Source: an optimization exercise on an open RTL-to-GDS flow (aim: small area, a short achievable clock period and few clock cycles). Production flows keep margins and buffers that such runs may drop.
At most, simulation tests tie the RTL to the original design; equivalence was not proved.
The clock port is modelled as an ideal driver; clocking choices that lean on that would not hold on a real chip.
Power and IR drop assume default switching activity.

job 104:
==> flow/design.v <==
module pool1_top (
    input  wire        clk,
    input  wire        rst,
    input  wire [31:0] in_data,
    input  wire        in_valid,
    output wire        in_read,
    output wire [31:0] out_data,
    output wire        out_write,
    input  wire        out_ready
);
    localparam W  = 29;
    localparam NR = 14;          
    localparam RW = 16 * W;      
    reg  [NR*RW-1:0]  lb;        
    reg  [8:0]        cnt;       
    reg               odd;       
    reg  [W-1:0]      res;       
    reg               res_v;
    reg  [3:0]        pause;     
    reg               att;       
    reg  [W-1:0]      iw;        
    reg               iv;
    reg               rd_any;    
    wire ph   = cnt[4];          
    wire free = ~odd & (cnt == 9'd0);
    wire dblk = odd & ph & res_v;
    wire run  = att & iv & (~dblk | out_ready);
    wire take = in_valid & (rd_any | (att & out_ready));
    wire rd_a, rd_b;
    pool1_nand2 u_rd_a (.a(in_valid), .b(rd_any),               .y(rd_a));
    pool1_nand3 u_rd_b (.a(in_valid), .b(att),    .c(out_ready), .y(rd_b));
    pool1_nand2 u_rd   (.a(rd_a),     .b(rd_b),             .y(in_read));
    wire wr_n;
    pool1_nand2 u_wr_n (.a(res_v), .b(out_ready), .y(wr_n));
    pool1_inv   u_wr   (.a(wr_n), .y(out_write));
    assign out_data  = {3'b000, res};
    wire [W-1:0] first = lb[RW-1 -: W];          
    wire [W-1:0] last  = lb[NR*RW-1 -: W];       
    wire [W-1:0] op    = odd ? last : ph ? first : {W{1'b0}};
    wire [W-1:0] m     = (op >= iw) ? op : iw;
    wire shift = run & ~(odd ^ ph);              
    wire [NR*W-1:0] ring_in;
    wire shift_n = ~shift;
    genvar g, i;
    generate
        for (g = 1; g < NR - 1; g = g + 1) begin : g_mid
            for (i = 0; i < W; i = i + 1) begin : g_bit
                pool1_sel u_sel (
                    .a(lb[(g-1)*RW + (RW-W) + i]), .b(lb[g*RW + (RW-W) + i]),
                    .sa(shift), .sb(shift_n), .y(ring_in[g*W + i])
                );
            end
        end
    endgenerate
    assign ring_in[W-1:0] = (run & ~odd) ? m : first;
    assign ring_in[NR*W-1 -: W] = shift ? lb[(NR-1)*RW-1 -: W] :
                                  (run & odd & ~ph) ? m : last;
    integer k;
    always @(posedge clk)
        for (k = 0; k < NR; k = k + 1)
            lb[k*RW +: RW] <= {lb[k*RW +: RW-W], ring_in[k*W +: W]};
    wire         new_r   = run & odd & ph;
    always @(posedge clk) begin
        if (new_r)
            res <= (m[W-1 -: 3] == 3'b111) ? {W{1'b0}} : m;
        if (take)
            iw <= in_data[31] ? {W{1'b0}} :
                  (in_data[30] | in_data[29]) ? {W{1'b1}} : in_data[W-1:0];
    end
    wire       wrap    = cnt == 9'd447;
    wire [8:0] cnt_n   = ~run ? cnt : wrap ? 9'd0 : cnt + 9'd1;
    wire       odd_n   = odd ^ (run & wrap);
    wire       res_v_n = new_r | (res_v & ~out_ready);
    wire       iv_n    = take | (iv & ~run);
    wire       stop    = att & ~run & ~free;
    wire [3:0] pause_n = stop ? 4'd15 : (pause != 4'd0) ? pause - 4'd1 : 4'd0;
    always @(posedge clk) begin
        if (rst) begin
            cnt   <= 9'd0;
            odd   <= 1'b0;
            res_v <= 1'b0;
            pause <= 4'd0;
            att   <= 1'b1;
            iv    <= 1'b0;
            rd_any <= 1'b1;
        end else begin
            cnt   <= cnt_n;
            odd   <= odd_n;
            res_v <= res_v_n;
            pause <= pause_n;
            att   <= pause_n == 4'd0;
            iv    <= iv_n;
            rd_any <= ~iv_n | ((pause_n == 4'd0) & ~(odd_n & cnt_n[4] & res_v_n));
        end
    end
endmodule
module pool1_nand2 (
    input  wire a,
    input  wire b,
    output wire y
);
    assign y = ~(a & b);
endmodule
module pool1_nand3 (
    input  wire a,
    input  wire b,
    input  wire c,
    output wire y
);
    assign y = ~(a & b & c);
endmodule
module pool1_inv (
    input  wire a,
    output wire y
);
    assign y = ~a;
endmodule
module pool1_sel (
    input  wire a,
    input  wire b,
    input  wire sa,
    input  wire sb,
    output wire y
);
    assign y = (a & sa) | (b & sb);
endmodule
export LEC_CHECK = 0
export CAP_MARGIN = 20
export CORE_MARGIN = 2
export CORE_UTILIZATION = 40
export SETUP_SLACK_MARGIN = 5
export SLEW_MARGIN = 20
export SYNTH_HIERARCHICAL = 1
create_clock -name core_clock -period 11.0 [get_ports {clk}]
standard.sh (not shown) runs the stock make flow with config.mk's settings and CLKGATE_MAP_FILE= SYNTH_SCRIPT=/design/flow/synth_recipe.tcl, a recipe that flattens the netlist after the stock synthesis.
==> flow/flow/run.sh <==
#!/bin/bash
# Own layout flow: the standard flow (the standard.sh, its synthesis
# unchanged), with these settings:
# - port buffers of the smallest plain buffer; timing repair resizes the
#   ones on critical paths,
# - larger clock-tree sink clusters, of clkbuf_16 only, and no dummy loads,
# - a setup repair margin of 6.4 ns, which reaches only the paths from the
#   handshake inputs to the handshake outputs,
# - after global placement, the buffers of in_valid and out_ready drive only
#   the gates that make in_read and out_write; their other loads get a second
#   buffer on the same input,
# - after clock-tree synthesis, the two handshake output buffers set to
#   buf_6 and the latest input of each NAND on those paths on its fastest pin.
# Every tool's output is in the ORFS logs under orfs/logs; make's own output
# is in standard.log.
export BUFFER_PORTS_ARGS="-buffer_cell sky130_fd_sc_hd__buf_1"
export CTS_ARGS="-sink_clustering_enable -repair_clock_nets -sink_clustering_size 32 -sink_clustering_max_diameter 80 -buf_list sky130_fd_sc_hd__clkbuf_16 -dont_use_dummy_load"
export POST_GLOBAL_PLACE_TCL="$PWD/flow/post_gp.tcl"
export POST_CTS_TCL="$PWD/flow/post_cts.tcl"
bash standard.sh SETUP_SLACK_MARGIN=6.4 finish > standard.log 2>&1
Other scripts of this flow, unchanged in this note and not shown: flow/flow/post_cts.tcl, flow/flow/post_gp.tcl
Testbench counts of job 104, summed over its fixed seeds: cycles 301,072.
Changes in job 101 relative to job 104:
==> flow/design.v, changed modules only <==
module pool1_top (
    input  wire        clk,
    input  wire        rst,
    input  wire [31:0] in_data,
    input  wire        in_valid,
    output wire        in_read,
    output wire [31:0] out_data,
    output wire        out_write,
    input  wire        out_ready
);
    localparam W  = 29;
    localparam NR = 14;          
    localparam RW = 16 * W;      
    reg  [NR*RW-1:0]  lb;        
    reg  [8:0]        cnt;       
    reg               odd;       
    reg  [W-1:0]      res;       
    reg               res_v;     
    reg               hr;        
    reg  [3:0]        pause;     
    reg               att;       
    reg               rd_any;    
    reg               rd_rdy;    
    wire ph   = cnt[4];          
    wire free = ~odd & (cnt == 9'd0);
    wire dblk = odd & ph & res_v;
    wire run  = att & (hr | in_valid) & (~dblk | out_ready);
    wire take = in_valid & (rd_any | (rd_rdy & out_ready));
    wire hold = take & ~att;
    wire rd_a, rd_b;
    pool1_nand2 u_rd_a (.a(in_valid), .b(rd_any),               .y(rd_a));
    pool1_nand3 u_rd_b (.a(in_valid), .b(rd_rdy), .c(out_ready), .y(rd_b));
    pool1_nand2 u_rd   (.a(rd_a),     .b(rd_b),             .y(in_read));
    wire wr_n;
    pool1_nand2 u_wr_n (.a(res_v), .b(out_ready), .y(wr_n));
    pool1_inv   u_wr   (.a(wr_n), .y(out_write));
    assign out_data  = {3'b000, res};
    wire [W-1:0] xr   = hr ? res : in_data[W-1:0];
    wire         xneg = ~hr & in_data[31];
    wire         xsat = ~hr & ~in_data[31] & (in_data[30] | in_data[29]);
    wire [W-1:0] first = lb[RW-1 -: W];          
    wire [W-1:0] last  = lb[NR*RW-1 -: W];       
    wire [W-1:0] op    = odd ? last : ph ? first : {W{1'b0}};
    wire         ge    = op >= xr;
    wire [W-1:0] m     = xsat ? {W{1'b1}} : (xneg | ge) ? op : xr;
    wire shift = run & ~(odd ^ ph);              
    wire [NR*W-1:0] ring_in;
    wire shift_n = ~shift;
    genvar g, i;
    generate
        for (g = 1; g < NR - 1; g = g + 1) begin : g_mid
            for (i = 0; i < W; i = i + 1) begin : g_bit
                pool1_sel u_sel (
                    .a(lb[(g-1)*RW + (RW-W) + i]), .b(lb[g*RW + (RW-W) + i]),
                    .sa(shift), .sb(shift_n), .y(ring_in[g*W + i])
                );
            end
        end
    endgenerate
    assign ring_in[W-1:0] = (run & ~odd) ? m : first;
    assign ring_in[NR*W-1 -: W] = shift ? lb[(NR-1)*RW-1 -: W] :
                                  (run & odd & ~ph) ? m : last;
    integer k;
    always @(posedge clk)
        for (k = 0; k < NR; k = k + 1)
            lb[k*RW +: RW] <= {lb[k*RW +: RW-W], ring_in[k*W +: W]};
    wire         new_r   = run & odd & ph;
    always @(posedge clk)
        if (new_r)
            res <= (m[W-1 -: 3] == 3'b111) ? {W{1'b0}} : m;
        else if (hold)
            res <= in_data[31] ? {W{1'b0}} :
                   (in_data[30] | in_data[29]) ? {W{1'b1}} : in_data[W-1:0];
    wire       wrap    = cnt == 9'd447;
    wire [8:0] cnt_n   = ~run ? cnt : wrap ? 9'd0 : cnt + 9'd1;
    wire       odd_n   = odd ^ (run & wrap);
    wire       res_v_n = new_r | (res_v & ~out_ready);
    wire       hr_n    = hold | (hr & ~run);
    wire       stop    = att & ~run & ~free;
    wire [3:0] pause_n = stop ? 4'd15 : (pause != 4'd0) ? pause - 4'd1 : 4'd0;
    always @(posedge clk) begin
        if (rst) begin
            cnt   <= 9'd0;
            odd   <= 1'b0;
            res_v <= 1'b0;
            pause <= 4'd0;
            att   <= 1'b1;
            hr    <= 1'b0;
            rd_any <= 1'b1;
            rd_rdy <= 1'b1;
        end else begin
            cnt   <= cnt_n;
            odd   <= odd_n;
            res_v <= res_v_n;
            pause <= pause_n;
            att   <= pause_n == 4'd0;
            hr    <= hr_n;
            rd_any <= ~hr_n & ((pause_n == 4'd0) ? ~(odd_n & cnt_n[4] & res_v_n)
                                                 : ~res_v_n);
            rd_rdy <= ~hr_n;
        end
    end
endmodule
==> comparison <==
- Final design area excluding fillers: job 101 vs job 104, no meaningful difference
- Comparing job 104 with job 101, the period utilization came out essentially unchanged.
- Looking at clock share of power, job 101 sits 1.9 points lower than job 104 does.
- Job 101 vs job 104 — gate count after technology mapping rose about 0.4%.
- Job 104 -> job 101: area added between synthesis and finish flat
- Row via count of the routed design: job 101 higher / job 104 lower
Testbench counts of job 101, summed over its fixed seeds: cycles 301,064.


RTL: the design.v shown in full above, as it stands there.
clock: 11.0 ns
lec_check: 0
cap_margin: 20
core_margin: 2
core_utilization: 40
setup_slack_margin: 5
slew_margin: 20
synth_hierarchical: 1
==> flow/flow/run.sh <==
#!/bin/bash
# Own layout flow: the standard flow (the standard.sh, its synthesis
# unchanged), with these settings:
# - port buffers of the smallest plain buffer; timing repair resizes the
#   ones on critical paths,
# - larger clock-tree sink clusters, of clkbuf_16 only, and no dummy loads,
# - a setup repair margin of 6.4 ns, which reaches only the paths from the
#   handshake inputs to the handshake outputs,
# - after clock-tree synthesis, the two handshake output buffers set to
#   buf_6 and the latest input of each NAND on those paths on its fastest pin.
# Every tool's output is in the ORFS logs under orfs/logs; make's own output
# is in standard.log.
export BUFFER_PORTS_ARGS="-buffer_cell sky130_fd_sc_hd__buf_1"
export CTS_ARGS="-sink_clustering_enable -repair_clock_nets -sink_clustering_size 32 -sink_clustering_max_diameter 80 -buf_list sky130_fd_sc_hd__clkbuf_16 -dont_use_dummy_load"
export POST_CTS_TCL="$PWD/flow/post_cts.tcl"
bash standard.sh SETUP_SLACK_MARGIN=6.4 finish > standard.log 2>&1
Other scripts of this flow, unchanged in this note and not shown: flow/flow/post_cts.tcl
The starting point finished with timing, DRC and antenna clean.
Testbench counts at the start, summed over its fixed seeds: cycles 301,072.
==> next run, changes <==
--- a/flow/design.v
+++ b/flow/design.v
@@ -21,14 +21,15 @@
     reg  [W-1:0]      iw;        
     reg               iv;
     reg               rd_any;    
+    reg               rd_rdy;    
     wire ph   = cnt[4];          
     wire free = ~odd & (cnt == 9'd0);
     wire dblk = odd & ph & res_v;
     wire run  = att & iv & (~dblk | out_ready);
-    wire take = in_valid & (rd_any | (att & out_ready));
+    wire take = in_valid & (rd_any | (rd_rdy & out_ready));
     wire rd_a, rd_b;
     pool1_nand2 u_rd_a (.a(in_valid), .b(rd_any),               .y(rd_a));
-    pool1_nand3 u_rd_b (.a(in_valid), .b(att),    .c(out_ready), .y(rd_b));
+    pool1_nand3 u_rd_b (.a(in_valid), .b(rd_rdy), .c(out_ready), .y(rd_b));
     pool1_nand2 u_rd   (.a(rd_a),     .b(rd_b),             .y(in_read));
     wire wr_n;
     pool1_nand2 u_wr_n (.a(res_v), .b(out_ready), .y(wr_n));
@@ -83,6 +84,7 @@
             att   <= 1'b1;
             iv    <= 1'b0;
             rd_any <= 1'b1;
+            rd_rdy <= 1'b1;
         end else begin
             cnt   <= cnt_n;
             odd   <= odd_n;
@@ -91,6 +93,7 @@
             att   <= pause_n == 4'd0;
             iv    <= iv_n;
             rd_any <= ~iv_n | ((pause_n == 4'd0) & ~(odd_n & cnt_n[4] & res_v_n));
+            rd_rdy <= pause_n == 4'd0;
         end
     end
 endmodule
=> The new run finished clean. Worst setup slack gets better by 0.083 ns. Routed wire length is about the same. Synthesized cell count does not change. Critical path depth is lower by 1. Hold slack gets better by 0.0033 ns. Total power is about the same.
Function not checked in the second run of this note: the RTL went through the layout flow alone.

## re-timing with driven ports
Ports are ideal in the flow. The routed layouts listed here were re-timed in OpenROAD. Step 1 (the two cells are an assumption about what drives the block):
set clk [get_ports {clk}]
set_driving_cell -lib_cell sky130_fd_sc_hd__clkbuf_16 $clk
set_driving_cell -lib_cell sky130_fd_sc_hd__buf_2 [delete_from_list [all_inputs] $clk]
Step 2, shift: input delay + t, output delay - t, t = (earliest + latest rising clock arrival at the registers) / 2. This alone moves slack from input paths to output paths. Slacks: ideal / step 1 / step 2; pairs: ideal / step 1.
run | shift t [ns] | setup WS [ns] | worst setup path after step 2 | slew at the worst register clock pin (ns) | pins driven straight from the clock port
job 104 | 0.964 | 6.261 / 6.204 / 5.793 | input to register | 0.12 / 0.12 | 1
job 101 | 0.979 | 6.264 / 6.213 / 5.512 | input to register | 0.11 / 0.11 | 1
the first run of note 2 | 0.978 | 6.175 / 6.144 / 5.615 | input to register | 0.11 / 0.11 | 1
the second run of note 2 | 0.952 | 6.258 / 6.208 / 5.461 | input to register | 0.12 / 0.12 | 1
After both steps every run listed still meets setup and hold. For the second run of note 2, which loses most, drivers alone change the setup slack by -0.050 ns; drivers and shift together by -0.797 ns.
